From an optimization exercise on the open Yosys and OpenROAD flow, aimed at a short achievable clock period and few clock cycles; shortcuts taken in it are not production practice.
In this exercise RTL edits were held to simulation tests only and were not proved equivalent to the original.
No activity file was given, so power comes from the tool's default toggle rates.

--- flow/constraint.sdc ---
create_clock -name core_clock -period 10.0 [get_ports {clk}]
set_input_delay 2.0000 -clock core_clock [delete_from_list [all_inputs] [get_ports {clk}]]
set_output_delay 2.0000 -clock core_clock [all_outputs]
set_load 0.01 [all_outputs]
--- flow/design.v ---
module ALU (
    input wire [7:0] A,
    input wire [7:0] B,
    input wire [3:0] op,     
    output wire [7:0] E
);
    wire [7:0] sum = A + (B ^ {8{op[1]}}) + {7'd0, op[1]};
    assign E = ({8{op[0] | op[1]}} & sum) |
               ({8{op[2]}} & (A & B)) |
               ({8{op[3]}} & (A ^ B));
endmodule
module REGFILE (
    input wire [7:1] selA,
    input wire [7:1] selB,
    input wire [7:1] selS,
    output wire [7:0] A,
    output wire [7:0] B,
    output wire [7:0] S,
    output wire [7:0] R7,
    input wire [7:1] weE,
    input wire [7:0] E,
    input wire [7:1] weP,
    input wire [7:0] P,
    input wire [7:1] weM,
    input wire [7:0] M,
    input wire clk
);
    wire [7:0] q [1:7];
    wire [7:0] ra [0:7];
    wire [7:0] rb [0:7];
    wire [7:0] rs [0:7];
    assign ra[0] = 8'h00;
    assign rb[0] = 8'h00;
    assign rs[0] = 8'h00;
    genvar i;
    generate
        for (i = 1; i < 8; i = i + 1) begin : g_r
            reg [7:0] r;
            assign q[i] = r;
            always @(posedge clk) begin
                if (weE[i])
                    r <= E;
                else if (weP[i])
                    r <= P;
                else if (weM[i])
                    r <= M;
            end
            assign ra[i] = ra[i-1] | ({8{selA[i]}} & r);
            assign rb[i] = rb[i-1] | ({8{selB[i]}} & r);
            assign rs[i] = rs[i-1] | ({8{selS[i]}} & r);
        end
    endgenerate
    assign A = ra[7];
    assign B = rb[7];
    assign S = rs[7];
    assign R7 = q[7];
endmodule
module SNAIL (
    output wire [7:0] ram_addr,
    output wire [7:0] ram_wdat,
    input wire [7:0] ram_rdat,
    output wire ram_rd_, ram_wr_,
    output wire [7:0] rom_addr,
    input wire [23:0] rom_data,
    input wire clk, rst_
);
    function [7:1] onehot(input [2:0] r);
        integer k;
        for (k = 1; k < 8; k = k + 1)
            onehot[k] = r == k;
    endfunction
    reg [7:0] pc;            
    reg [7:0] ra_pred;       
    reg dv;                  
    reg [7:0] e_b2;          
    reg [7:0] e_pc2, e_pc3;  
    reg [7:1] e_selA;        
    reg [7:1] e_selB;        
    reg [7:1] e_selS;        
    reg [7:1] e_read;        
    reg [7:1] e_weE;         
    reg [7:1] e_weP;         
    reg [2:0] e_ldd;         
    reg e_kFF, e_k01, e_kB2, e_kcall;
    reg [3:0] e_op;          
    reg [3:0] e_cc;          
    reg e_ld, e_st, e_popret, e_ret;
    reg [7:0] m_addr, m_wdat;
    reg m_wr_n, m_rd_n;
    reg m_rdop;              
    reg [7:1] m_ldh;         
    assign rom_addr = pc;
    assign ram_addr = m_addr;
    assign ram_wdat = m_wdat;
    assign ram_wr_ = m_wr_n;
    assign ram_rd_ = m_rd_n;
    wire [7:0] valA, valB, valS, r7;
    wire [7:0] aluA = valA | {8{e_kFF}} | {7'd0, e_k01};
    wire [7:0] aluB = valB | ({8{e_kB2}} & e_b2);
    wire [7:0] valE;
    ALU alu(.A(aluA), .B(aluB), .op(e_op), .E(valE));
    wire eq = aluA == aluB;
    wire gt = aluA > aluB;
    wire taken = e_cc[0] & eq | e_cc[1] & !eq | e_cc[2] & !eq & !gt | e_cc[3] & gt;
    wire m_st = !m_wr_n;
    wire fwd = m_st && m_addr == r7;         
    wire ld_use = |(e_read & m_ldh);
    wire stk_wait = e_popret && (m_rdop || m_st && !fwd);
    wire stall = dv && (ld_use || stk_wait);
    wire commit = dv && !stall;
    wire [7:0] memval = m_st ? m_wdat : ram_rdat;    
    wire [7:1] weE = {7{commit}} & e_weE;
    wire [7:1] weP = {7{commit}} & e_weP;
    REGFILE regfile(
        .selA(e_selA), .selB(e_selB), .selS(e_selS),
        .A(valA), .B(valB), .S(valS), .R7(r7),
        .weE(weE), .E(valE),
        .weP(weP), .P(memval),
        .weM(m_ldh), .M(ram_rdat),
        .clk(clk)
    );
    wire mem_op = commit && (e_ld || e_st);
    wire addr_e = mem_op || weE[7];
    always @(posedge clk or negedge rst_) begin
        if (!rst_) begin
            m_wr_n <= 1'b1;
            m_rd_n <= 1'b1;
            m_rdop <= 1'b0;
            m_ldh <= 7'd0;
        end else begin
            m_wr_n <= !(commit && e_st);
            m_rd_n <= commit && e_st;
            m_rdop <= commit && e_ld;
            m_ldh <= (commit && e_ld) ? onehot(e_ldd) : 7'd0;
        end
    end
    always @(posedge clk) begin
        m_addr <= addr_e ? valE : weP[7] ? memval : m_ldh[7] ? ram_rdat : r7;
        m_wdat <= e_kcall ? e_pc2 : valS;
    end
    wire [3:0] fins = rom_data[23:20];
    wire [3:0] ffn = rom_data[19:16];
    wire [2:0] fa = rom_data[14:12];
    wire [2:0] fb = rom_data[10:8];
    wire [2:0] fc = rom_data[6:4];
    wire f_ld = fins == 4'h1;
    wire f_st = fins == 4'h2;
    wire f_opr = fins == 4'h3;
    wire f_opi = fins == 4'h4;
    wire f_jxx = fins == 4'h5;
    wire f_push = fins == 4'h6;
    wire f_pop = fins == 4'h7;
    wire f_call = fins == 4'h8;
    wire f_ret = fins == 4'h9;
    wire f_hlt = fins == 4'hF;
    wire f_jmp = f_jxx && ffn == 4'h0;
    wire f_cbr = f_jxx && (ffn == 4'h1 || ffn == 4'h2 || ffn == 4'h3 || ffn == 4'h4);
    wire f_stk = f_push || f_pop || f_call || f_ret;
    wire f_len1 = fins == 4'h0 || f_ret;
    wire f_len2 = f_jmp || f_push || f_pop || f_call;
    wire [7:0] pc1 = pc + 8'd1;
    wire [7:0] pc2 = pc + 8'd2;
    wire [7:0] pc3 = pc + 8'd3;
    wire [7:0] fpred = (f_jmp || f_call) ? rom_data[15:8] :
                       f_cbr ? rom_data[7:0] :
                       f_ret ? ra_pred :
                       f_hlt ? pc :
                       f_len1 ? pc1 :
                       f_len2 ? pc2 : pc3;
    wire redir_br = commit && e_cc != 4'd0 && !taken;
    wire redir_ret = commit && e_ret && memval != pc;
    wire redir = redir_br || redir_ret;
    always @(posedge clk or negedge rst_) begin
        if (!rst_) begin
            pc <= 8'h00;
            dv <= 1'b0;
            ra_pred <= 8'h00;
        end else begin
            pc <= redir_ret ? memval : redir_br ? e_pc3 : stall ? pc : fpred;
            dv <= !redir;
            if (f_call)
                ra_pred <= pc2;
        end
    end
    wire f_usea = f_ld || f_st || f_opr || f_opi || f_cbr;
    always @(posedge clk) begin
        if (!stall) begin
            e_b2 <= rom_data[7:0];
            e_pc2 <= pc2;
            e_pc3 <= pc3;
            e_selA <= f_usea ? onehot(fa) : 7'd0;
            e_selB <= (f_opr || f_cbr) ? onehot(fb) : f_stk ? 7'b1000000 : 7'd0;
            e_selS <= f_st ? onehot(fb) : f_push ? onehot(fa) : 7'd0;
            e_read <= (f_usea ? onehot(fa) : 7'd0) |
                      ((f_opr || f_cbr || f_st) ? onehot(fb) : 7'd0) |
                      (f_push ? onehot(fa) : 7'd0) |
                      (f_stk ? 7'b1000000 : 7'd0);
            e_weE <= f_opr ? onehot(fc) : f_opi ? onehot(fb) :
                     (f_push || f_call || f_ret || f_pop && fa != 3'h7) ? 7'b1000000 : 7'd0;
            e_weP <= f_pop ? onehot(fa) : 7'd0;
            e_ldd <= fb;
            e_kFF <= f_push || f_call;
            e_k01 <= f_pop || f_ret;
            e_kB2 <= f_ld || f_st || f_opi;
            e_kcall <= f_call;
            e_op <= {ffn[1:0] == 2'd3, ffn[1:0] == 2'd2, ffn[1:0] == 2'd1, ffn[1:0] == 2'd0};
            e_cc <= f_jxx ? {ffn == 4'h4, ffn == 4'h3, ffn == 4'h2, ffn == 4'h1} : 4'd0;
            e_ld <= f_ld;
            e_st <= f_st || f_push || f_call;
            e_popret <= f_pop || f_ret;
            e_ret <= f_ret;
        end
    end
endmodule
--- flow/config.mk ---
export PLATFORM = sky130hd
export DESIGN_NAME = SNAIL
export DESIGN_NICKNAME = SNAIL
export VERILOG_FILES = /design/flow/design.v
export SDC_FILE = /design/flow/constraint.sdc
export NUM_CORES = 4
export LEC_CHECK = 0
export CAP_MARGIN = 20
export CORE_MARGIN = 2
export CORE_UTILIZATION = 40
export SLEW_MARGIN = 20
--- flow/run.sh ---
#!/bin/bash
# synth_recipe.tcl (not shown) runs the flow's synth.tcl, then flattens the netlist and writes it again
# the make line also repeats each setting of config.mk as NAME=value (left out here)
make -C /OpenROAD-flow-scripts/flow DESIGN_CONFIG=/design/flow/config.mk WORK_HOME=/design/flow/orfs CLKGATE_MAP_FILE= SYNTH_SCRIPT=/design/flow/synth_recipe.tcl finish
==> reports/metrics.yaml, run 1 <==
status: "complete, no violations"
cts_tree: "done"
synth_top_area_share_pct: 37.3
cellLeakagePower_nw: 4.47
num-fill-cells: 2468
drv_slew: 0
yosys_most_used_dff: "edfxtp_1"
cts.htree.levels: 4
post_synth.cell_area_avg_um2: 10.2
p_comb_share_pct: 43.5
dp_hpwl_um: 28900
die_y_um: 167
crit_fanout: 18
max_cap_viol_count: 0
core_area_um2: 26100
ant_nets: 0
fmax_mhz: 206
die-area_um2: 27900
async_flop_share_pct: 14.8
hold_path.class: "flip-flop to flip-flop"
routabilityCongestion: 0.923
clkPwrFrac_pct: 18.7
clkSlewWorstSetupHoldPaths_ns: 0.07
required_ns: 10.19
cts_hold_buf: 0
grt_pass1_wl_um: 55400
finalSetupViolCount: 0
cts_sinks: 183
grt_antenna_before_repair: 1
synth_edf_count: 132
syn_nets: 1099
firstDrtPassIters: 6
gr-total-overflow: 0
p_int_w: 0.00204
cts_made_buffers: 17
synthesis.area_um2: 10600
cts_max_path_buffers: 2
synth_largest_area_cell: "edfxtp_1"
fin_ws_ns: 5.15
stdcell_count: 1401
arrival_ns: 5.04
layout_common_cells: "edfxtp_1, a22oi_1, nor2_1, nand2_1"
finalCriticalPeriod_ns: 4.85
dp.cells: 1368
finClkSkew_ns: 0.0168
clk_latency_ns: 0.44
grt_max_degree: 54
cp-end-kind: "flip-flop"
die_w_um: 167
drt_iter0_drc: 1277
viasPerCell: 6.39
switching_share_pct: 42.5
layout-drive-gt1-share_pct: 8.73
drc_errors: 0
port_buffers: 59
yosys_warnings: 2
start_util_pct: 40.8
max-vdd-ir-drop_mv: 0.152
area_delta_synth_final_pct: 13.0
rows: 59
power.density_nw_per_um2: 297
cts.root.buffer_cell: "clkbuf_16"
worstSetupPathType: "input pin to flip-flop"
grt.total_usage_pct: 26.6
rsz0062_at_grt: "false"
power.share.sequential_pct: 37.8
routedWlPerCell_um: 26.4
synth-seq-cells: 183
seq_area_frac_synth_pct: 48.2
relSlewSlack_pct: 38.8
ys_types: 79
worst_pin_slew_ns: 0.910
nNetsFinal: 1113
wirelength_um: 37000
cp-start-kind: "input pin"
ios: 60
power.switching_w: 0.00151
finalCritPeriodShare_pct: 48.5
synth_cells: 1038
post-place-ws_ns: 4.74
layout_commonest_cell: "edfxtp_1"
num_vias: 8951
cts-resized-gates: 0
grt_pass1_vias: 8408
synthTopCellsByArea: "edfxtp_1, a22oi_1, dfrtp_1"
setup_tns_ns: 0
cts_setup_buffers: 0
timing.final.hold_violations: 0
-- through the flow --
| stage | utilization (%) | power (W) | area [um^2] | hold slack, ns |
|---|---|---|---|---|
| 6_report | 46.0 | 0.00356 | 12000 | 0.441 |
| 2_1_floorplan | - | 0.00227 | 10600 | 0.392 |
| 5_1_grt | 46.0 | 0.00376 | 12000 | 0.472 |
| 3_3_place_gp | 43.8 | 0.00286 | 11400 | 0.425 |
| 4_1_cts | 46.0 | 0.00354 | 12000 | 0.450 |
| 3_5_place_dp | 43.8 | 0.00287 | 11400 | 0.439 |
-- state kept, by name (all words and copies together) (netlist names), 7 cells and up --
name           cells
m_ldh              7
e_weE              7
e_weP              7
e_selS             7
e_read             7
e_pc3              8
e_selA             7
e_pc2              8
regfile.g_r.r     56
m_addr             8
e_b2               8
m_wdat             8
ra_pred            8
pc                 8
e_selB             7
-- power by group through the flow --
| stage | Clock [W] | Sequential [W] | Combinational, W |
|---|---|---|---|
| finish | 0.000666 | 0.00134 | 0.00155 |
| global route | 0.000707 | 0.00136 | 0.00169 |
| CTS | 0.000675 | 0.00133 | 0.00153 |
| detailed placement | 0 | 0.00135 | 0.00152 |
| global placement | 0 | 0.00135 | 0.00151 |
| floorplan | 0 | 0.00120 | 0.00107 |
-- per-layer routing --
layer,global-route usage [%],part of all wire [%],vias up
met5,0,0,-
met4,9.90,3.7,0
met3,4.40,8.4,107
met2,42.5,46,572
met1,36.3,42,4273
li1,-,-,3999
-- area by class of cell --
class                      instances  area [um^2]  share of cell area, %
clock buffer                      19          443                   3.69
antenna                            1         2.50                 0.0209
tap                              335          419                   3.49
multi-input combinational        745         5080                   42.3
clock inverter                    13          135                   1.13
timing repair buffer              69          663                   5.53
sequential                       183         5120                   42.7
inverter                          36          136                   1.14
-- Yosys cell counts (12+ instances only) --
master,n
mux2i_1,20
o22a_1,19
xor2_1,21
nand2b_1,13
mux2_2,19
a22o_1,16
xnor2_1,27
edfxtp_1,132
nor2_1,90
dfrtp_1,25
nor2b_1,13
clkbuf_1,41
nand4_1,14
ha_1,26
nand3_1,22
a31oi_1,12
o22ai_1,13
inv_1,32
nand2_1,81
o21ai_0,59
buf_2,20
dfxtp_1,24
a22oi_1,98
a21oi_1,41
-- worst paths after layout --
path | startpoint | end | slack, ns | cells after the start
max | rom_data[21] | e_read[7] | 5.15 | 8
min | e_st | m_wr_n | 0.44 | 1
max reg2reg | e_selA[1] | pc[7] | 5.55 | 11
min reg2reg | e_st | m_wr_n | 0.44 | 1
max in group asynchronous | rst_ | m_rd_n | 7.73 | 2
min in group asynchronous | rst_ | m_ldh[2] | 1.95 | 2
-- critical path, stage by stage --
cell	delay, ns
clkdlybuf4s50_1	0.79
nand2b_1	0.23
nor3_1	0.11
and2_1	0.30
a31oi_1	0.56
nor2b_1	0.52
nor2_1	0.14
or3_1	0.38
-- logic make-up (layout without fill, tap and decap cells) --
logic type                 Yosys count  count (layout)  synth area share (%)
AOI/OAI and AO/OA                  334             334                  22.6
adders and majority gates           27              27                  3.25
and+or+nand+nor                    294             294                  13.5
buffers and inverters              110             137                  4.26
xor gates and xnor gates            48              48                  3.96
other                                0               1                     0
muxes                               42              42                  4.29
DFF                                183             183                  48.2
Testbench counts, summed over its fixed seeds: cycles 12,124.
==> run 2, diff against run 1 <==
==> flow/flow/run.sh (new file) <==
#!/bin/bash
set -euo pipefail
bash standard.sh SETUP_SLACK_MARGIN=7 TNS_END_PERCENT=100 ABC_CLOCK_PERIOD_IN_PS=2500 synth > log_synth.txt 2>&1
bash standard.sh SETUP_SLACK_MARGIN=7 TNS_END_PERCENT=100 ABC_CLOCK_PERIOD_IN_PS=2500 floorplan > log_floorplan.txt 2>&1
bash standard.sh SETUP_SLACK_MARGIN=7 TNS_END_PERCENT=100 ABC_CLOCK_PERIOD_IN_PS=2500 place > log_place.txt 2>&1
bash standard.sh SETUP_SLACK_MARGIN=7 TNS_END_PERCENT=100 ABC_CLOCK_PERIOD_IN_PS=2500 cts > log_cts.txt 2>&1
bash standard.sh SETUP_SLACK_MARGIN=7 TNS_END_PERCENT=100 ABC_CLOCK_PERIOD_IN_PS=2500 route > log_route.txt 2>&1
bash standard.sh SETUP_SLACK_MARGIN=7 TNS_END_PERCENT=100 ABC_CLOCK_PERIOD_IN_PS=2500 finish > log_finish.txt 2>&1
==> flow/standard.sh (new file) <==
#!/bin/bash
# synth_recipe.tcl (not shown) runs the flow's synth.tcl, then flattens the netlist and writes it again
# the make line also repeats each setting of config.mk as NAME=value (left out here)
make -C /OpenROAD-flow-scripts/flow DESIGN_CONFIG=/design/flow/config.mk WORK_HOME=/design/flow/orfs CLKGATE_MAP_FILE= SYNTH_SCRIPT=/design/flow/synth_recipe.tcl "${@:-finish}"
removed: flow/run.sh
==> run 2 against run 1 <==
Via count increased by 6.7%. Cell count increased by 7.9%. Flip-flop and latch count unchanged. Sequential power decreased by 4%. Synthesized cell count did not move. Die area unchanged. Final area up 18%. Highest routed layer unchanged.
==> reports/metrics.yaml, run 2 <==
ios: 60  # unchanged
worst_pin_slew_ns: 0.939  # +0.0293 ns
finalCriticalPeriod_ns: 3.58  # -1.27 ns
grt_antenna_before_repair: 2  # +1
timing.final.hold_violations: 0  # unchanged
gr-total-overflow: 0  # unchanged
hold_path.class: "flip-flop to flip-flop"
core_area_um2: 26100  # unchanged
finClkSkew_ns: 0.0154  # -0.00136 ns
dp_hpwl_um: 28900  # +0.12%
synth-seq-cells: 183  # unchanged
cts_made_buffers: 17  # unchanged
netlist_top_cells_count: "edfxtp_1, a22oi_1, nor2_1"
ys_types: 79  # unchanged
start_util_pct: 40.8  # unchanged
clk_latency_ns: 0.43  # about the same
relSlewSlack_pct: 37.2  # -1.6 points
seq_area_frac_synth_pct: 48.2  # unchanged
status: "complete, no violations"
required_ns: 10.30  # +0.11 ns
viasPerCell: 6.32  # -1.1%
synthTopCellsByArea: "edfxtp_1, a22oi_1, dfrtp_1"
drv_slew: 0  # unchanged
synth_edf_count: 132  # unchanged
routedWlPerCell_um: 26.4  # about the same
setup_tns_ns: 0  # unchanged
yosys_most_used_dff: "edfxtp_1"
cts.htree.levels: 4  # unchanged
firstDrtPassIters: 6  # unchanged
power_w: 0.00437  # +23%
layout-drive-gt1-share_pct: 36.1  # +27 points
max_cap_viol_count: 0  # unchanged
async_flop_share_pct: 14.8  # unchanged
synth_largest_area_cell: "edfxtp_1"
fmax_mhz: 279  # +35%
rows: 59  # unchanged
rsz0062_at_grt: "true"
grt_pass1_wl_um: 58700  # +6.0%
slowest_stage: "or4_4"
port_buffers: 59  # unchanged
clkSlewWorstSetupHoldPaths_ns: 0.07  # about the same
cts_hold_buf: 0  # unchanged
synth_top_area_share_pct: 37.3  # unchanged
arrival_ns: 3.88  # -1.16 ns
cts_tree: "done"
worstSetupPathType: "input pin to flip-flop"
power.density_nw_per_um2: 310  # +4.5%
grt_pass1_vias: 9008  # +7.1%
cellLeakagePower_nw: 5.41  # +21%
wirelength_um: 39900  # +7.8%
grt_max_degree: 51  # -5.6%
grt.total_usage_pct: 28.3  # +1.7 points
area_delta_synth_final_pct: 32.9
layout_commonest_cell: "edfxtp_1"
cts.root.buffer_cell: "clkbuf_16"
routabilityCongestion: 0.969  # +4.9%
yosys_warnings: 2  # unchanged
post_synth.cell_area_avg_um2: 10.2  # unchanged
largest_reg_flops: 56  # unchanged
yosys.cell_count.top_type: "edfxtp_1"
num-fill-cells: 2234  # -9.5%
max-vdd-ir-drop_mv: 0.504  # +230%
die-area_um2: 27900  # unchanged
finalSetupViolCount: 0  # unchanged
finalCritPeriodShare_pct: 35.8  # -13 points
regMostFlops: "regfile.g_r.r"
cp-start-kind: "input pin"
die_y_um: 167  # unchanged
synth_cells: 1038  # unchanged
syn_nets: 1099  # unchanged
synthesis.area_um2: 10600  # unchanged
cp_cell_sequence: "buf_12 -> inv_6 -> or4_4 -> buf_6 -> and2_4 -> o22a_1 -> o21ai_0 -> a211oi_2 -> a2bb2oi_2 -> mux2_4"
ant_nets: 0  # unchanged
drt_iter0_drc: 1245  # -2.5%
cp_num_buf_inv: 3  # +2
layout_common_cells: "edfxtp_1, nand2_1, buf_4, nor2_1, a22oi_1"
nNetsFinal: 1223  # +9.9%
cp-end-kind: "flip-flop"
cp_top_family: "simple AND/OR/NAND/NOR gates"
critPathMaxStageDelay_ns: 0.58  # -0.21 ns
num_vias: 9552  # +6.7%
drc_errors: 0  # unchanged
cts_sinks: 183  # unchanged
crit_fanout: 11  # -7
cts_max_path_buffers: 2  # unchanged
die_w_um: 167  # unchanged
-- run 2: cell counts after synthesis --
Identical to the previous run, type by type.
-- run 2: where the power goes --
part,switching [W],total [W],internal (W)
registers,0.000218,0.00129,0.00107
logic,0.00133,0.00240,0.00107
clock network,0.000310,0.000685,0.000375
-- run 2: kinds of logic (layout without fill, tap and decap cells) --
kind of cell	after synthesis	count (layout)	share of synthesized area, %
compound gates	334	334	22.6
buf+inv	110	246	4.26
other cells	0	2	0
fa+ha+maj	27	27	3.25
simple gates	294	295	13.5
xor+xnor	48	48	3.96
mux	42	42	4.29
flops	183	183	48.2
-- run 2: metrics by stage --
stage	utilization [%]	hold WS [ns]	cell area, um^2	setup WS [ns]	std cells
3_3_place_gp	44.4	0.455	11600	4.93	1367
2_1_floorplan	-	0.392	10900	6.26	1038
6_report	54.2	0.471	14100	6.42	1512
3_5_place_dp	44.4	0.457	11600	4.88	1367
5_1_grt	54.2	0.492	14100	6.31	1512
4_1_cts	52.6	0.474	13700	6.49	1497
-- run 2: worst paths after layout --
| kind | startpoint | end | slack (ns) | depth (start not counted) |
|---|---|---|---|---|
| max | rom_data[23] | pc[3] | 6.42 | 10 |
| min | e_pc2[1] | m_wdat[1] | 0.47 | 1 |
| max reg2reg | e_selA[1] | pc[3] | 6.45 | 13 |
| min reg2reg | e_pc2[1] | m_wdat[1] | 0.47 | 1 |
| max in group asynchronous | rst_ | pc[1] | 7.68 | 2 |
| min in group asynchronous | rst_ | ra_pred[1] | 1.96 | 2 |
-- run 2: what timing repair did --
action                                  4_1_cts  5_1_grt
endpoints found under the setup margin      256      148
gates resized for setup                     373      105
setup buffers                                97       13
gates cloned                                  1        0
pin swaps                                    80       71
-- run 2: worst register-to-register path, stage by stage, from the launching register on --
cell and delay (ns):
edfxtp_1 0.38, buf_6 0.16, a22o_1 0.24, a221oi_2 0.17
nand4_1 0.21, ha_1 0.39, nor2_2 0.05, o21ai_2 0.18
a21boi_4 0.12, o41a_1 0.42, a2111o_1 0.45, and3_4 0.23
buf_6 0.12, mux2_4 0.29
-- run 2: final cells by class --
| type | count | area [um^2] | share of cell area (%) |
|---|---|---|---|
| multi-input combinational | 746 | 6100 | 43.2 |
| sequential | 183 | 5160 | 36.5 |
| timing repair buffer | 178 | 1690 | 12.0 |
| clock buffer | 17 | 425 | 3.01 |
| tap | 335 | 419 | 2.97 |
| clock inverter | 15 | 171 | 1.21 |
| inverter | 36 | 155 | 1.10 |
| antenna | 2 | 5.00 | 0.0354 |
-- run 2: routing by layer --
| metal | part of all wire (%) | wire length, um | vias to the layer above | track usage (%) |
|---|---|---|---|---|
| li1 | - | - | 4227 | - |
| met1 | 41 | 16300 | 4657 | 37.8 |
| met2 | 46 | 18500 | 562 | 45.6 |
| met3 | 9.0 | 3590 | 106 | 5.73 |
| met4 | 4.0 | 1580 | 0 | 10.5 |
| met5 | 0 | 0 | - | 0 |
==> run 3, diff against run 2 <==
--- a/flow/design.v
+++ b/flow/design.v
@@ -15,2 +15,3 @@
     input wire [7:1] selS,
+    input wire [2:0] srcF,
     output wire [7:0] A,
@@ -18,2 +19,3 @@
     output wire [7:0] S,
+    output wire [7:0] F,
     output wire [7:0] R7,
@@ -27,3 +29,3 @@
 );
-    wire [7:0] q [1:7];
+    wire [7:0] q [0:7];
     wire [7:0] ra [0:7];
@@ -52,2 +54,4 @@
     endgenerate
+    assign q[0] = 8'h00;
+    assign F = q[srcF];
     assign A = ra[7];
@@ -66,2 +70,3 @@
 );
+    integer k;
     function [7:1] onehot(input [2:0] r);
@@ -72,6 +77,20 @@
     reg [7:0] pc;            
+    reg [7:0] pc_out;        
     reg [7:0] ra_pred;       
     reg dv;                  
+    reg bad;                 
+    reg [7:0] bad_tgt;       
+    reg [7:1] z;             
+    reg [3:0] jt_v;
+    reg [23:0] jt_tag;       
+    reg [27:0] jt_oh;        
+    reg [3:0] jt_tz, jt_tnz; 
     reg [7:0] e_b2;          
     reg [7:0] e_pc2, e_pc3;  
+    reg [7:0] e_pc;          
+    reg e_pt;                
+    reg e_zv;                
+    reg [7:1] e_zoh;         
+    reg e_tz, e_tnz;         
+    reg e_zk, e_zf;          
     reg [7:1] e_selA;        
@@ -91,3 +110,3 @@
     reg [7:1] m_ldh;         
-    assign rom_addr = pc;
+    assign rom_addr = pc_out;
     assign ram_addr = m_addr;
@@ -96,3 +115,4 @@
     assign ram_rd_ = m_rd_n;
-    wire [7:0] valA, valB, valS, r7;
+    wire [7:0] valA, valB, valS, valF, r7;
+    wire [2:0] fa = rom_data[14:12];
     wire [7:0] aluA = valA | {8{e_kFF}} | {7'd0, e_k01};
@@ -104,2 +124,4 @@
     wire taken = e_cc[0] & eq | e_cc[1] & !eq | e_cc[2] & !eq & !gt | e_cc[3] & gt;
+    wire zadd = (aluA ^ aluB) == {aluA[6:0] | aluB[6:0], 1'b0};
+    wire zE = e_op[0] ? zadd : e_op[2] ? (aluA & aluB) == 8'd0 : eq;
     wire m_st = !m_wr_n;
@@ -108,4 +130,5 @@
     wire stk_wait = e_popret && (m_rdop || m_st && !fwd);
-    wire stall = dv && (ld_use || stk_wait);
-    wire commit = dv && !stall;
+    wire ev = dv && !bad;
+    wire stall = ev && (ld_use || stk_wait);
+    wire commit = ev && !stall;
     wire [7:0] memval = m_st ? m_wdat : ram_rdat;    
@@ -114,4 +137,4 @@
     REGFILE regfile(
-        .selA(e_selA), .selB(e_selB), .selS(e_selS),
-        .A(valA), .B(valB), .S(valS), .R7(r7),
+        .selA(e_selA), .selB(e_selB), .selS(e_selS), .srcF(fa),
+        .A(valA), .B(valB), .S(valS), .F(valF), .R7(r7),
         .weE(weE), .E(valE),
@@ -125,4 +148,2 @@
         if (!rst_) begin
-            m_wr_n <= 1'b1;
-            m_rd_n <= 1'b1;
             m_rdop <= 1'b0;
@@ -130,4 +151,2 @@
         end else begin
-            m_wr_n <= !(commit && e_st);
-            m_rd_n <= commit && e_st;
             m_rdop <= commit && e_ld;
@@ -137,2 +156,4 @@
     always @(posedge clk) begin
+        m_wr_n <= !(commit && e_st);
+        m_rd_n <= commit && e_st;
         m_addr <= addr_e ? valE : weP[7] ? memval : m_ldh[7] ? ram_rdat : r7;
@@ -142,3 +163,2 @@
     wire [3:0] ffn = rom_data[19:16];
-    wire [2:0] fa = rom_data[14:12];
     wire [2:0] fb = rom_data[10:8];
@@ -163,4 +183,14 @@
     wire [7:0] pc3 = pc + 8'd3;
+    wire [7:1] eweE = {7{ev}} & e_weE;
+    wire [7:1] zunk = eweE & {7{!e_zk}} | {7{ev}} & e_weP | m_ldh;
+    wire [7:1] zval = eweE & {7{e_zf}} | ~eweE & z;
+    reg [3:0] jpt;
+    always @(*) begin
+        for (k = 0; k < 4; k = k + 1)
+            jpt[k] = !jt_v[k] || jt_tag[k*6 +: 6] != pc[7:2] || |(jt_oh[k*7 +: 7] & zunk) ||
+                     (jt_oh[k*7 +: 7] == 7'd0 || |(jt_oh[k*7 +: 7] & zval) ? jt_tz[k] : jt_tnz[k]);
+    end
+    wire pt = jpt[pc[1:0]];
     wire [7:0] fpred = (f_jmp || f_call) ? rom_data[15:8] :
-                       f_cbr ? rom_data[7:0] :
+                       (f_cbr && pt) ? rom_data[7:0] :
                        f_ret ? ra_pred :
@@ -169,5 +199,4 @@
                        f_len2 ? pc2 : pc3;
-    wire redir_br = commit && e_cc != 4'd0 && !taken;
-    wire redir_ret = commit && e_ret && memval != pc;
-    wire redir = redir_br || redir_ret;
+    wire mis_br = e_cc != 4'd0 && taken != e_pt;
+    wire mis_ret = e_ret && memval != pc;
     always @(posedge clk or negedge rst_) begin
@@ -177,9 +206,40 @@
             ra_pred <= 8'h00;
+            bad <= 1'b0;
+            z <= 7'd0;
+            jt_v <= 4'd0;
+            jt_tz <= 4'd0;
+            jt_tnz <= 4'd0;
+            jt_tag <= 24'd0;
+            jt_oh <= 28'd0;
         end else begin
-            pc <= redir_ret ? memval : redir_br ? e_pc3 : stall ? pc : fpred;
-            dv <= !redir;
+            pc <= bad ? bad_tgt : stall ? pc : fpred;
+            dv <= !bad;
             if (f_call)
                 ra_pred <= pc2;
-        end
-    end
+            bad <= commit && (mis_br || mis_ret);
+            for (k = 1; k < 8; k = k + 1)
+                if (weE[k])
+                    z[k] <= zE;
+                else if (weP[k])
+                    z[k] <= memval == 8'd0;
+                else if (m_ldh[k])
+                    z[k] <= ram_rdat == 8'd0;
+            if (commit && e_zv) begin
+                jt_v[e_pc[1:0]] <= 1'b1;
+                jt_tag[e_pc[1:0]*6 +: 6] <= e_pc[7:2];
+                jt_oh[e_pc[1:0]*7 +: 7] <= e_zoh;
+                jt_tz[e_pc[1:0]] <= e_tz;
+                jt_tnz[e_pc[1:0]] <= e_tnz;
+            end
+        end
+    end
+    always @(posedge clk) begin
+        pc_out <= !rst_ ? 8'h00 : bad ? bad_tgt : stall ? pc : fpred;
+        bad_tgt <= e_ret ? memval : taken ? e_b2 : e_pc3;
+    end
+    wire [7:0] fb2 = rom_data[7:0];
+    wire f_zk = f_opi && ffn[0] && !(|(onehot(fa) & (weE | weP | m_ldh)));
+    wire f_zf = valF == fb2;
+    wire f_zv = f_cbr && (fa == 3'h0 || fb == 3'h0);
+    wire f_zside = fb == 3'h0;    
     wire f_usea = f_ld || f_st || f_opr || f_opi || f_cbr;
@@ -190,2 +250,10 @@
             e_pc3 <= pc3;
+            e_pc <= pc;
+            e_pt <= pt;
+            e_zv <= f_zv;
+            e_zoh <= onehot(f_zside ? fa : fb);
+            e_tz <= ffn == 4'h1;
+            e_tnz <= ffn == 4'h2 || (f_zside ? ffn == 4'h4 : ffn == 4'h3);
+            e_zk <= f_zk;
+            e_zf <= f_zf;
             e_selA <= f_usea ? onehot(fa) : 7'd0;
==> run 3 against run 2 <==
Still clean on timing, DRC and antenna. Combinational power rose by 37%. Final area rose by 57%. Synthesized cell count rose by 70%. Maximum frequency shrank 0.76%. Clock power grew 85%. Critical path depth decreased by 1. Routed wire length rose by 80%. Critical path type unchanged.
==> reports/metrics.yaml, run 3 <==
switching_share_pct: 42.5  # +0.14 points
post_synth.cell_area_avg_um2: 9.72  # -5.1%
status: "complete, no violations"
async_flop_share_pct: 33.3  # +19 points
grt_antenna_before_repair: 2  # unchanged
final_util_pct: 52.7  # -1.5 points
required_ns: 10.48  # +0.18 ns
synthTopCellsByArea: "edfxtp_1, dfrtp_1, dfxtp_1"
rsz0062_at_grt: "true"
power_w: 0.00668  # +53%
finClkSkew_ns: 0.0256  # +0.0102 ns
worstSetupPathType: "input pin to flip-flop"
finalCritPeriodShare_pct: 36.1  # +0.27 points
area_delta_synth_final_pct: 29.6
yosys.cell_count.top_type: "nand2_1"
regMostFlops: "regfile.g_r.r"
firstDrtPassIters: 6  # unchanged
slowest_stage: "or4_4"
cts_hold_buf: 0  # unchanged
core_area_um2: 42000  # +61%
post-place-ws_ns: 4.83  # -0.0585 ns
grt.total_usage_pct: 32.0  # +3.7 points
power.switching_w: 0.00284  # +53%
synth-seq-cells: 291  # +59%
fin_hold_ws_ns: 0.473  # +0.00139 ns
yosys_most_used_dff: "edfxtp_1"
worst_pin_slew_ns: 1.07  # +0.130 ns
synth_compound_area_share_pct: 22.3  # -0.25 points
clk_latency_ns: 0.56  # +0.13 ns
cp-start-kind: "input pin"
cp_top_family: "simple AND/OR/NAND/NOR gates"
largest_reg_flops: 56  # unchanged
dp_hpwl_um: 49000  # +69%
synth_top_area_share_pct: 26.7  # -11 points
p_comb_share_pct: 49.2  # -5.6 points
max-vdd-ir-drop_mv: 0.180  # -64%
cts_sinks: 291  # +59%
crit_path_frequent_cell: "or2_4"
routabilityCongestion: 0.954  # -1.5%
setup_tns_ns: 0  # unchanged
synth_xor_xnor_area_share_pct: 4.33  # +0.37 points
num_vias: 16277  # +70%
fin_ws_ns: 6.39  # -0.0274 ns
cts.htree.levels: 2  # -2
layout_commonest_cell: "nand2_1"
cellLeakagePower_nw: 8.72  # +61%
critPathMaxStageDelay_ns: 0.56  # -0.02 ns
cts_max_path_buffers: 3  # +1
fmax_mhz: 277  # -0.76%
hold_path.class: "flip-flop to flip-flop"
nNetsFinal: 1980  # +62%
p_int_w: 0.00384  # +52%
gr-total-overflow: 0  # unchanged
drt_iter0_drc: 2269  # +82%
synth_largest_area_cell: "edfxtp_1"
timing.final.hold_violations: 0  # unchanged
arrival_ns: 4.08  # +0.20 ns
cts.root.buffer_cell: "clkbuf_16"
start_util_pct: 40.7  # -0.089 points
ys_types: 83  # +5.1%
layout_common_cells: "nand2_1, edfxtp_1, buf_4, a22oi_1, dfrtp_1"
crit_fanout: 4  # -7
port_buffers: 59  # unchanged
rows: 75  # +27%
ios: 60  # unchanged
die_y_um: 211  # +26%
power.share.sequential_pct: 31.8  # +2.3 points
finalSetupViolCount: 0  # unchanged
syn_nets: 1833  # +67%
power.density_nw_per_um2: 301  # -2.7%
synthAdderAreaFrac_pct: 2.90  # -0.35 points
grt_pass1_vias: 15401  # +71%
ant_nets: 0  # unchanged
grt_max_degree: 75  # +47%
grt_pass1_wl_um: 104000  # +77%
seq_area_frac_synth_pct: 45.8  # -2.4 points
cts_made_buffers: 34  # +17
synthMuxAreaShare_pct: 5.77  # +1.5 points
cts_tree: "done"
synth_cells: 1760  # +70%
synthesis.area_um2: 17100  # +61%
layout-drive-gt1-share_pct: 28.8  # -7.3 points
cp_num_buf_inv: 1  # -2
yosys.area_share.simple_pct: 14.9  # +1.5 points
finalCriticalPeriod_ns: 3.61  # +0.0274 ns
viasPerCell: 6.58  # +4.2%
die-area_um2: 44400  # +59%
wirelength_um: 71800  # +80%
max_cap_viol_count: 0  # unchanged
die_w_um: 211  # +26%
netlist_top_cells_count: "nand2_1, edfxtp_1, o21ai_0"
drc_errors: 0  # unchanged
ff2ff_setup_slack_ns: 6.45  # about the same
cp-end-kind: "flip-flop"
clkPwrFrac_pct: 19.0  # +3.3 points
routedWlPerCell_um: 29.1  # +10%
yosys_warnings: 2  # unchanged
synth_edf_count: 152  # +15%
drv_slew: 0  # unchanged
clkSlewWorstSetupHoldPaths_ns: 0.06  # about the same
relSlewSlack_pct: 28.6  # -8.6 points
cp_cell_sequence: "buf_8 -> or2_4 -> or4_4 -> o21ai_4 -> nand2_2 -> a221oi_4 -> or2_4 -> mux2_4 -> a21oi_2"
reg.largest.list: "regfile.g_r.r: 56 flops, jt_oh: 28 flops, jt_tag: 24 flops"
synth_top_family_by_area: "compound AO/OA/AOI/OAI gates"
run 3: kinds of logic (layout without fill, tap and decap cells):
| logic type | Yosys count | in the layout |
|---|---|---|
| multiplexers | 93 | 93 |
| AND/OR/NAND/NOR | 527 | 528 |
| buffers and inverters | 177 | 348 |
| flip-flops | 291 | 291 |
| adder cells (fa/ha/maj) | 39 | 39 |
| other | 0 | 1 |
| XOR/XNOR | 83 | 83 |
| AO/OA/AOI/OAI | 550 | 550 |
run 3: per-stage QoR:
stage               area [um^2]  std cells
floorplan                 17600       1760
global placement          18300       2256
detailed placement        18300       2256
CTS                       21500       2434
global route              22200       2471
finish                    22200       2472
run 3: final timing paths:
path                                     startpoint    endpoint  cells past startpoint
min in group asynchronous                      rst_     jt_v[3]                      1
worst min-delay path                        jt_v[3]     jt_v[3]                      1
worst max register to register  regfile.g_r[1].r[1]  bad_tgt[3]                     11
max in group asynchronous                      rst_         bad                      2
worst max-delay path                   rom_data[17]   pc_out[1]                      9
worst min register to register              jt_v[3]     jt_v[3]                      1
run 3: timing repair:
| item | CTS | global route |
|---|---|---|
| resized for setup | 488 | 93 |
| cloned | 5 | 0 |
| setup endpoints to repair | 375 | 272 |
| pin swaps | 94 | 44 |
| setup buffers | 112 | 37 |
run 3: metal layers:
metal	part of all wire (%)	routed length [um]	GRT usage, %	vias up
li1	-	-	-	6958
met1	39	28000	42.1	8033
met2	45	32100	49.7	1040
met3	10	7240	6.45	244
met4	6.2	4480	16.9	2
met5	0.013	9	0	-
run 3: layout make-up:
type,instances,area [um^2]
timing repair buffer,230,2280
multi-input combinational,1293,9990
clock inverter,13,148
antenna,1,2.50
fill,3808,19900
inverter,57,221
clock buffer,48,955
tap,539,674
sequential,291,7890
run 3: power groups by stage:
| stage | clock network, W | logic [W] | registers, W |
|---|---|---|---|
| 3_3_place_gp | 0 | 0.00231 | 0.00212 |
| 4_1_cts | 0.00127 | 0.00290 | 0.00210 |
| 2_1_floorplan | 0 | 0.00168 | 0.00184 |
| 3_5_place_dp | 0 | 0.00233 | 0.00212 |
| 5_1_grt | 0.00132 | 0.00348 | 0.00214 |
| 6_report | 0.00127 | 0.00329 | 0.00213 |
run 3: worst register-to-register path, cell delays in order, from the launching register on:
cell	delay (ns)
edfxtp_1	0.50
a22o_1	0.29
a221oi_4	0.18
nand4_1	0.25
buf_4	0.23
ha_4	0.22
or4_4	0.55
buf_4	0.17
or3_4	0.39
o211a_4	0.22
mux2i_2	0.23
mux2i_1	0.15
Testbench counts of run 3, summed over its fixed seeds: cycles 12,044.
==> run 4, diff against run 3 <==
--- a/flow/design.v
+++ b/flow/design.v
@@ -1,62 +1 @@
-module ALU (
-    input wire [7:0] A,
-    input wire [7:0] B,
-    input wire [3:0] op,     
-    output wire [7:0] E
-);
-    wire [7:0] sum = A + (B ^ {8{op[1]}}) + {7'd0, op[1]};
-    assign E = ({8{op[0] | op[1]}} & sum) |
-               ({8{op[2]}} & (A & B)) |
-               ({8{op[3]}} & (A ^ B));
-endmodule
-module REGFILE (
-    input wire [7:1] selA,
-    input wire [7:1] selB,
-    input wire [7:1] selS,
-    input wire [2:0] srcF,
-    output wire [7:0] A,
-    output wire [7:0] B,
-    output wire [7:0] S,
-    output wire [7:0] F,
-    output wire [7:0] R7,
-    input wire [7:1] weE,
-    input wire [7:0] E,
-    input wire [7:1] weP,
-    input wire [7:0] P,
-    input wire [7:1] weM,
-    input wire [7:0] M,
-    input wire clk
-);
-    wire [7:0] q [0:7];
-    wire [7:0] ra [0:7];
-    wire [7:0] rb [0:7];
-    wire [7:0] rs [0:7];
-    assign ra[0] = 8'h00;
-    assign rb[0] = 8'h00;
-    assign rs[0] = 8'h00;
-    genvar i;
-    generate
-        for (i = 1; i < 8; i = i + 1) begin : g_r
-            reg [7:0] r;
-            assign q[i] = r;
-            always @(posedge clk) begin
-                if (weE[i])
-                    r <= E;
-                else if (weP[i])
-                    r <= P;
-                else if (weM[i])
-                    r <= M;
-            end
-            assign ra[i] = ra[i-1] | ({8{selA[i]}} & r);
-            assign rb[i] = rb[i-1] | ({8{selB[i]}} & r);
-            assign rs[i] = rs[i-1] | ({8{selS[i]}} & r);
-        end
-    endgenerate
-    assign q[0] = 8'h00;
-    assign F = q[srcF];
-    assign A = ra[7];
-    assign B = rb[7];
-    assign S = rs[7];
-    assign R7 = q[7];
-endmodule
 module SNAIL (
@@ -82,3 +21,2 @@
     reg [7:0] bad_tgt;       
-    reg [7:1] z;             
     reg [3:0] jt_v;
@@ -116,2 +54,3 @@
     wire [7:0] valA, valB, valS, valF, r7;
+    wire [7:1] z;            
     wire [2:0] fa = rom_data[14:12];
@@ -120,3 +59,6 @@
     wire [7:0] valE;
-    ALU alu(.A(aluA), .B(aluB), .op(e_op), .E(valE));
+    wire [7:0] sum = aluA + (aluB ^ {8{e_op[1]}}) + {7'd0, e_op[1]};
+    assign valE = ({8{e_op[0] | e_op[1]}} & sum) |
+                  ({8{e_op[2]}} & (aluA & aluB)) |
+                  ({8{e_op[3]}} & (aluA ^ aluB));
     wire eq = aluA == aluB;
@@ -124,4 +66,2 @@
     wire taken = e_cc[0] & eq | e_cc[1] & !eq | e_cc[2] & !eq & !gt | e_cc[3] & gt;
-    wire zadd = (aluA ^ aluB) == {aluA[6:0] | aluB[6:0], 1'b0};
-    wire zE = e_op[0] ? zadd : e_op[2] ? (aluA & aluB) == 8'd0 : eq;
     wire m_st = !m_wr_n;
@@ -136,10 +76,34 @@
     wire [7:1] weP = {7{commit}} & e_weP;
-    REGFILE regfile(
-        .selA(e_selA), .selB(e_selB), .selS(e_selS), .srcF(fa),
-        .A(valA), .B(valB), .S(valS), .F(valF), .R7(r7),
-        .weE(weE), .E(valE),
-        .weP(weP), .P(memval),
-        .weM(m_ldh), .M(ram_rdat),
-        .clk(clk)
-    );
+    wire [7:0] q [0:7];
+    wire [7:0] ra [0:7];
+    wire [7:0] rb [0:7];
+    wire [7:0] rs [0:7];
+    assign q[0] = 8'h00;
+    assign ra[0] = 8'h00;
+    assign rb[0] = 8'h00;
+    assign rs[0] = 8'h00;
+    genvar i;
+    generate
+        for (i = 1; i < 8; i = i + 1) begin : g_r
+            reg [7:0] r;
+            assign q[i] = r;
+            assign z[i] = r == 8'h00;
+            always @(posedge clk) begin
+                if (weE[i])
+                    r <= valE;
+                else if (weP[i])
+                    r <= memval;
+                else if (m_ldh[i])
+                    r <= ram_rdat;
+            end
+            assign ra[i] = ra[i-1] | ({8{e_selA[i]}} & r);
+            assign rb[i] = rb[i-1] | ({8{e_selB[i]}} & r);
+            assign rs[i] = rs[i-1] | ({8{e_selS[i]}} & r);
+        end
+    endgenerate
+    assign valA = ra[7];
+    assign valB = rb[7];
+    assign valS = rs[7];
+    assign valF = q[fa];
+    assign r7 = q[7];
     wire mem_op = commit && (e_ld || e_st);
@@ -178,4 +142,2 @@
     wire f_stk = f_push || f_pop || f_call || f_ret;
-    wire f_len1 = fins == 4'h0 || f_ret;
-    wire f_len2 = f_jmp || f_push || f_pop || f_call;
     wire [7:0] pc1 = pc + 8'd1;
@@ -193,8 +155,10 @@
     wire pt = jpt[pc[1:0]];
-    wire [7:0] fpred = (f_jmp || f_call) ? rom_data[15:8] :
-                       (f_cbr && pt) ? rom_data[7:0] :
-                       f_ret ? ra_pred :
-                       f_hlt ? pc :
-                       f_len1 ? pc1 :
-                       f_len2 ? pc2 : pc3;
+    wire f_b1 = f_jmp || f_call;
+    wire f_b2 = f_cbr && pt;
+    wire f_p1 = fins == 4'h0;
+    wire f_p2 = f_push || f_pop;
+    wire f_p3 = !(f_b1 || f_b2 || f_ret || f_hlt || f_p1 || f_p2);
+    wire [7:0] fpred = ({8{f_b1}} & rom_data[15:8]) | ({8{f_b2}} & rom_data[7:0]) |
+                       ({8{f_ret}} & ra_pred) | ({8{f_hlt}} & pc) | ({8{f_p1}} & pc1) |
+                       ({8{f_p2}} & pc2) | ({8{f_p3}} & pc3);
     wire mis_br = e_cc != 4'd0 && taken != e_pt;
@@ -207,3 +171,2 @@
             bad <= 1'b0;
-            z <= 7'd0;
             jt_v <= 4'd0;
@@ -219,9 +182,2 @@
             bad <= commit && (mis_br || mis_ret);
-            for (k = 1; k < 8; k = k + 1)
-                if (weE[k])
-                    z[k] <= zE;
-                else if (weP[k])
-                    z[k] <= memval == 8'd0;
-                else if (m_ldh[k])
-                    z[k] <= ram_rdat == 8'd0;
             if (commit && e_zv) begin
@@ -237,3 +193,3 @@
         pc_out <= !rst_ ? 8'h00 : bad ? bad_tgt : stall ? pc : fpred;
-        bad_tgt <= e_ret ? memval : taken ? e_b2 : e_pc3;
+        bad_tgt <= e_ret ? memval : e_pt ? e_pc3 : e_b2;
     end
==> run 4 against run 3 <==
Combinational power shrank 5%. Worst hold slack got worse by 0.016 ns. Worst setup slack gained 0.057 ns. Cell count is 2.7% lower. Still clean on timing, DRC and antenna. Clock skew grew 0.0045 ns. Non-clock buffer count decreased by 6. Final area shrank 3.8%. Synthesized area fell by 2.2%.
==> reports/metrics.yaml, run 4 <==
rows: 74  # -1.3%
finalSetupViolCount: 0  # unchanged
drt_iter0_drc: 2033  # -10%
drv_slew: 0  # unchanged
grt_pass1_vias: 15186  # -1.4%
worst-path-stages: 14  # +5
power_w: 0.00651  # -2.5%
viasPerCell: 6.62  # +0.48%
seq_area_frac_synth_pct: 45.8  # about the same
ff2ff_setup_slack_ns: 6.45  # about the same
die-area_um2: 43400  # -2.2%
seqCellArea_um2: 7710  # -2.3%
synth_edf_count: 152  # unchanged
setup_tns_ns: 0  # unchanged
cp_cell_sequence: "buf_4 -> a22oi_2 -> nand4_4 -> mux2_4 -> fa_2 -> a21o_1 -> a21oi_2 -> buf_4 -> buf_6 -> xnor2_2 -> a222oi_1 -> buf_4 -> and2_4 -> a211oi_1"
switching_share_pct: 43.6  # +1.0 points
worst_pin_slew_ns: 1.08  # +0.0129 ns
nNetsFinal: 1914  # -3.3%
core_area_um2: 41000  # -2.4%
cts_made_buffers: 34  # unchanged
syn_nets: 1781  # -2.8%
status: "complete, no violations"
crit_path_frequent_cell: "buf_4"
yosys_most_used_dff: "edfxtp_1"
routabilityCongestion: 1.02  # +6.7%
layout_commonest_cell: "edfxtp_1"
drc_errors: 0  # unchanged
ant_nets: 0  # unchanged
grt_antenna_before_repair: 1  # -1
synth_top_area_share_pct: 27.3  # +0.61 points
layout_common_cells: "edfxtp_1, nor2_1, nand2_1, buf_4, dfrtp_1"
firstDrtPassIters: 9  # +3
dp_hpwl_um: 49200  # +0.26%
power.density_nw_per_um2: 305  # +1.3%
fmax_mhz: 282  # +1.6%
cts_tree: "done"
synthTopCellsByArea: "edfxtp_1, dfrtp_1, dfxtp_1"
final_cell_area_um2: 21300  # -3.8%
r2r_cells: 14  # +3
clk_latency_ns: 0.57  # about the same
cts_max_path_buffers: 3  # unchanged
power.switching_w: 0.00284  # -0.18%
finalCritPeriodShare_pct: 35.5  # -0.57 points
synth_largest_area_cell: "edfxtp_1"
p_int_w: 0.00367  # -4.3%
num-fill-cells: 3666  # -3.7%
ios: 60  # unchanged
cp-endpoint: "g_r[1].r[4]"
clkPwrFrac_pct: 19.4  # +0.4 points
hold_path.class: "flip-flop to flip-flop"
detailed_place.area_um2: 17900  # -2.1%
routedWlPerCell_um: 29.7  # +2.1%
cp_top_family: "compound AO/OA/AOI/OAI gates"
reg.largest.list: "g_r.r: 56 flops, jt_oh: 28 flops, jt_tag: 24 flops"
synth_cells: 1715  # -2.6%
async_flop_share_pct: 31.7  # -1.6 points
die_w_um: 208  # -1.1%
wirelength_um: 71400  # -0.64%
cts_sinks: 284  # -2.4%
arrival_ns: 3.83  # -0.25 ns
num_vias: 15919  # -2.2%
required_ns: 10.28  # -0.20 ns
crit_path_start: "g_r[5].r[0]"
cts.root.buffer_cell: "clkbuf_16"
min-delay-start: "jt_v[2]"
synth-seq-cells: 284  # -2.4%
cp_num_buf_inv: 4  # +3
cts.htree.levels: 2  # unchanged
timing.final.hold_violations: 0  # unchanged
max_cap_viol_count: 0  # unchanged
netlist_top_cells_count: "nor2_1, edfxtp_1, nand2_1"
crit-reg2reg-launch: "g_r[5].r[0]"
max-vdd-ir-drop_mv: 0.210  # +17%
cp-end-kind: "flip-flop"
critPathMaxStageDelay_ns: 0.49  # -0.07 ns
ys_types: 90  # +8.4%
yosys_warnings: 1  # -1
layout-drive-gt1-share_pct: 28.1  # -0.70 points
slowest_stage: "edfxtp_1"
post_synth.cell_area_avg_um2: 9.75  # +0.32%
p_comb_share_pct: 48.2  # -1.0 points
cts_hold_buf: 0  # unchanged
clkSlewWorstSetupHoldPaths_ns: 0.07  # about the same
largest_reg_flops: 56  # unchanged
crit_fanout: 5  # +1
worstSetupPathType: "flip-flop to flip-flop"
yosys.cell_count.top_type: "nor2_1"
cellLeakagePower_nw: 8.49  # -2.7%
grt.total_usage_pct: 32.3  # +0.33 points
power.share.sequential_pct: 32.4  # +0.6 points
regMostFlops: "g_r.r"
port_buffers: 59  # unchanged
relSlewSlack_pct: 27.9  # -0.78 points
grt_max_degree: 74  # -1.3%
gr-total-overflow: 0  # unchanged
timing.rr.end: "g_r[1].r[4]"
finClkSkew_ns: 0.0301  # +0.00450 ns
cp-start-kind: "flip-flop"
area_delta_synth_final_pct: 27.6
synthesis.area_um2: 16700  # -2.2%
start_util_pct: 40.8  # +0.078 points
grt_pass1_wl_um: 103000  # -1.0%
finalCriticalPeriod_ns: 3.55  # -0.0574 ns
rsz0062_at_grt: "true"
multi_input_area_um2: 9500  # -4.9%
die_y_um: 208  # -1.1%
-- run 4: worst min path at each step --
stage,to,cells after the start
4_1_cts,jt_v[2],1
2_1_floorplan,m_wr_n,1
6_report,jt_v[2],1
3_5_place_dp,jt_v[2],1
5_1_grt,jt_v[0],1
3_3_place_gp,jt_v[2],1
-- run 4: cells by family (layout without fill, tap and decap cells) --
logic type	after synthesis	after routing	share of synthesized area (%)
flip-flops	284	284	45.8
adder cells (fa/ha/maj)	32	32	2.44
XOR/XNOR	77	77	4.12
buffers and inverters	168	326	4.40
AO/OA/AOI/OAI	509	509	22.0
AND/OR/NAND/NOR	580	580	17.0
multiplexers	65	65	4.27
other	0	1	0
-- run 4: area by class of cell --
| type | count | share of cell area [%] |
|---|---|---|
| multi-input combinational | 1263 | 44.5 |
| sequential | 284 | 36.1 |
| timing repair buffer | 224 | 10.2 |
| clock buffer | 47 | 4.66 |
| tap | 532 | 3.12 |
| inverter | 41 | 0.721 |
| clock inverter | 14 | 0.592 |
| antenna | 1 | 0.0117 |
-- run 4: metrics by stage --
stage                     hold WS, ns  util [%]  setup slack [ns]  cells
after global placement          0.452      43.7              5.33   2214
after CTS                       0.464      50.5              6.52   2380
after floorplan                 0.423         -              6.34   1715
after global routing            0.483      52.0              6.30   2406
after detailed placement        0.444      43.7              5.27   2214
final                           0.456      52.0              6.45   2406
-- run 4: layer usage --
metal  track usage [%]  wire (um)  part of all wire [%]  vias to the layer above
met5                 0          0                     0                        -
met4              18.6       4710                   6.6                        0
met3              8.51       8970                    13                      265
met2              46.4      29700                    42                     1168
met1              43.8      28000                    39                     7693
li1                  -          -                     -                     6793
-- run 4: worst reg2reg max path: stages (launching register included) --
cell and delay, ns:
edfxtp_1 0.49, buf_4 0.19, a22oi_2 0.24, nand4_4 0.14, mux2_4 0.31, fa_2 0.40, a21o_1 0.18, a21oi_2 0.14
buf_4 0.13, buf_6 0.08, xnor2_2 0.05, a222oi_1 0.39, buf_4 0.24, and2_4 0.20, a211oi_1 0.08
-- run 4: what timing repair did --
action                     CTS  global route
gates resized for setup    378            96
buffers inserted           100            25
setup endpoints to repair  386           187
gates cloned                 5             0
pin swaps                   60            56
-- run 4: power groups by stage --
stage | clock, W | sequential (W) | combinational [W]
5_1_grt | 0.00132 | 0.00213 | 0.00332
2_1_floorplan | 0 | 0.00181 | 0.00168
6_report | 0.00127 | 0.00211 | 0.00314
3_5_place_dp | 0 | 0.00209 | 0.00236
4_1_cts | 0.00128 | 0.00208 | 0.00281
3_3_place_gp | 0 | 0.00210 | 0.00232
Testbench counts of run 4, summed over its fixed seeds: cycles 12,044.
==> run 5, diff against run 4 <==
--- a/flow/design.v
+++ b/flow/design.v
@@ -59,4 +59,5 @@
     wire [7:0] valE;
-    wire [7:0] sum = aluA + (aluB ^ {8{e_op[1]}}) + {7'd0, e_op[1]};
-    assign valE = ({8{e_op[0] | e_op[1]}} & sum) |
+    wire [7:0] sum = aluA + aluB;
+    wire [7:0] dif = aluA - aluB;
+    assign valE = ({8{e_op[0]}} & sum) | ({8{e_op[1]}} & dif) |
                   ({8{e_op[2]}} & (aluA & aluB)) |
==> run 5 against run 4 <==
Combinational power is 4% lower. Clock skew shrank 0.0099 ns. Sequential power about the same. Core utilization down 0.59 points. First-iteration DRC count fell by 2.3%. Count of clock-buffer cells in the layout stayed put. Critical endpoint is now g_r[1].r[6]. Largest cell class unchanged.
==> reports/metrics.yaml, run 5 <==
rows: 74  # unchanged
cts_max_path_buffers: 3  # unchanged
cts_hold_buf: 0  # unchanged
synth_top_family_by_area: "compound AO/OA/AOI/OAI gates"
gr-total-overflow: 0  # unchanged
wirelength_um: 69200  # -3.0%
wl_met1_um: 27500  # -1.7%
num_antenna_cells: 0  # -1
ios: 60  # unchanged
clkSlewWorstSetupHoldPaths_ns: 0.06  # about the same
finClkSkew_ns: 0.0202  # -0.00990 ns
required_ns: 10.41  # +0.13 ns
yosys_warnings: 1  # unchanged
drt_iter0_drc: 1986  # -2.3%
final_cell_area_um2: 21100  # -1.1%
cts_sinks: 284  # unchanged
max-vdd-ir-drop_mv: 0.205  # -2.5%
fin_hold_ws_ns: 0.464  # +0.00802 ns
arrival_ns: 4.09  # +0.26 ns
die_y_um: 208  # about the same
cts.root.buffer_cell: "clkbuf_16"
met3_length_um: 7810  # -13%
synth_compound_area_share_pct: 23.2  # +1.2 points
drc_errors: 0  # unchanged
critPathMaxStageDelay_ns: 0.50  # about the same
port_buffers: 59  # unchanged
yosys.area_share.simple_pct: 16.0  # -0.99 points
grt_pass1_vias: 14469  # -4.7%
num_vias: 15598  # -2.0%
finalCritPeriodShare_pct: 36.8  # +1.3 points
grt.total_usage_pct: 31.0  # -1.3 points
ant_nets: 0  # unchanged
layout_common_cells: "edfxtp_1, nand2_1, nor2_1, a22oi_1, buf_4"
die_w_um: 208  # about the same
synth-seq-cells: 284  # unchanged
cts_made_buffers: 35  # +2.9%
cp_num_buf_inv: 2  # -2
finalSetupViolCount: 0  # unchanged
synth_xor_xnor_area_share_pct: 3.67  # -0.45 points
core_area_um2: 41000  # unchanged
synthAdderAreaFrac_pct: 2.11  # -0.33 points
post_synth.cell_area_avg_um2: 9.92  # +1.8%
cp_top_family: "compound AO/OA/AOI/OAI gates"
synth_top_area_share_pct: 27.4  # +0.049 points
status: "complete, no violations"
grt_max_degree: 59  # -20%
yosys_most_used_dff: "edfxtp_1"
synth_edf_count: 152  # unchanged
worst_pin_slew_ns: 0.976  # -0.106 ns
ys_types: 85  # -5.6%
finalCriticalPeriod_ns: 3.68  # +0.130 ns
yosys.cell_count.top_type: "edfxtp_1"
seq_area_frac_synth_pct: 45.9  # +0.082 points
power.density_nw_per_um2: 307  # +0.48%
largest_reg_flops: 56  # unchanged
async_flop_share_pct: 31.7  # unchanged
nNetsFinal: 1841  # -3.8%
setup_tns_ns: 0  # unchanged
syn_nets: 1743  # -2.1%
max_cap_viol_count: 0  # unchanged
cts.htree.levels: 2  # unchanged
synth_largest_area_cell: "edfxtp_1"
synthesis.area_um2: 16700  # -0.18%
viasPerCell: 6.67  # +0.79%
routabilityCongestion: 0.968  # -4.9%
routed.top_layer: "met4"
worstSetupPathType: "flip-flop to flip-flop"
clk_latency_ns: 0.56  # about the same
timing.final.hold_violations: 0  # unchanged
routed-wl-met2_um: 30000  # +1.1%
post-place-ws_ns: 4.92  # -0.346 ns
grt_antenna_before_repair: 0  # -1
cellLeakagePower_nw: 8.25  # -2.8%
die-area_um2: 43400  # -0.18%
dp.cells: 2162  # -2.3%
synthMuxAreaShare_pct: 4.51  # +0.24 points
cp_cell_sequence: "a22o_1 -> a2111oi_4 -> and4_4 -> ha_4 -> inv_2 -> fa_2 -> nor2b_4 -> o21a_1 -> o21ai_2 -> a21oi_2 -> o31a_1 -> a31oi_4 -> nor2_4 -> buf_4 -> a21oi_2 -> a2bb2oi_2"
slowest_stage: "edfxtp_1"
relSlewSlack_pct: 34.0  # +6.1 points
cp-start-kind: "flip-flop"
detailed_place.area_um2: 17800  # -0.69%
dp_hpwl_um: 47700  # -3.0%
routedWlPerCell_um: 29.6  # -0.25%
crit_path_frequent_cell: "a21oi_2"
netlist_top_cells_count: "edfxtp_1, nor2_1, nand2_1"
synth_cells: 1682  # -1.9%
stdcell_count: 2339  # -2.8%
fin_ws_ns: 6.32  # -0.130 ns
cts_tree: "done"
layout_commonest_cell: "edfxtp_1"
layout-drive-gt1-share_pct: 28.3  # +0.25 points
num-fill-cells: 3671  # +0.14%
synthTopCellsByArea: "edfxtp_1, dfrtp_1, a22oi_1"
start_util_pct: 40.7  # -0.073 points
hold_path.class: "flip-flop to flip-flop"
grt_pass1_wl_um: 99200  # -3.8%
rsz0062_at_grt: "true"
drv_slew: 0  # unchanged
crit_fanout: 7  # +2
regMostFlops: "g_r.r"
cp-end-kind: "flip-flop"
area_delta_synth_final_pct: 26.4
reg.largest.list: "g_r.r: 56 flops, jt_oh: 28 flops, jt_tag: 24 flops"
fmax_mhz: 272  # -3.5%
firstDrtPassIters: 8  # -1
## run 5: cell type report
cell class                 count  area, um^2  area share, %
tap                          532         666           3.16
sequential                   284        7720           36.6
clock buffer                  47         993           4.71
clock inverter                17         179          0.848
multi-input combinational   1218        9430           44.7
inverter                      55         214           1.01
timing repair buffer         186        1880           8.94
## run 5: logic make-up after synthesis
logic type	Yosys count
xor gates and xnor gates	70
DFF	284
and+or+nand+nor	527
muxes	64
buffers and inverters	182
adders and majority gates	27
AOI/OAI and AO/OA	528
## run 5: worst paths after layout
| check | slack [ns] | from | endpoint | depth (start not counted) |
|---|---|---|---|---|
| min reg2reg | 0.46 | jt_v[2] | jt_v[2] | 1 |
| max reg2reg | 6.32 | g_r[5].r[0] | g_r[1].r[6] | 16 |
| max in group asynchronous | 7.44 | rst_ | jt_tag[4] | 2 |
| min in group asynchronous | 1.39 | rst_ | jt_oh[22] | 1 |
| min | 0.46 | jt_v[2] | jt_v[2] | 1 |
| max | 6.32 | g_r[5].r[0] | g_r[1].r[6] | 16 |
## run 5: timing repair
action	4_1_cts	5_1_grt
hold endpoints to repair	0	0
gates cloned	2	3
buffers inserted	72	36
pin swaps	49	53
gates resized for setup	378	110
endpoints found under the setup margin	380	212
## run 5: power breakdown
| group | total, W | internal (W) | switching (W) |
|---|---|---|---|
| sequential | 0.00212 | 0.00162 | 0.000504 |
| clock | 0.00131 | 0.000781 | 0.000527 |
| combinational | 0.00303 | 0.00129 | 0.00174 |
| total | 0.00647 | 0.00369 | 0.00277 |
## run 5: per-layer routing
layer,up-vias,GRT usage [%]
li1,6630,-
met1,7564,42.0
met2,1169,46.7
met3,235,7.22
met4,0,15.1
met5,-,0
## run 5: metrics by stage
stage	util, %	power [W]
global route	51.4	0.00671
global placement	43.4	0.00440
finish	51.4	0.00647
detailed placement	43.4	0.00441
CTS	49.3	0.00607
floorplan	-	0.00352
Testbench counts of run 5, summed over its fixed seeds: cycles 12,044.

==> separate check: timing with driven ports <==
Ports are ideal in the flow. The routed layouts listed here were re-timed in OpenROAD.
Step 1, drivers: a clkbuf_16 drives clk and a buf_2 each remaining input, both assumed.
Step 2, shift: input delay + t, output delay - t, t = (earliest + latest rising clock arrival at the registers) / 2. This alone moves slack from input paths to output paths.
a / b / c = no drivers / after step 1 / after step 2; a / b = the first two.
| run | t (ns) | slack for setup (ns) | cell pins on the clock port's net |
|---|---|---|---|
| run 1 | 0.479 | 5.152 / 5.176 / 4.697 | 1 |
| run 2 | 0.475 | 6.420 / 6.405 / 5.930 | 1 |
| run 3 | 0.597 | 6.393 / 6.408 / 5.811 | 1 |
| run 4 | 0.609 | 6.450 / 6.450 / 6.036 | 1 |
| run 5 | 0.601 | 6.320 / 6.320 / 5.987 | 1 |
After both steps every run listed still meets setup and hold. The setup slack of run 3, which loses most, moves by +0.015 ns with the drivers and by -0.582 ns with both steps.
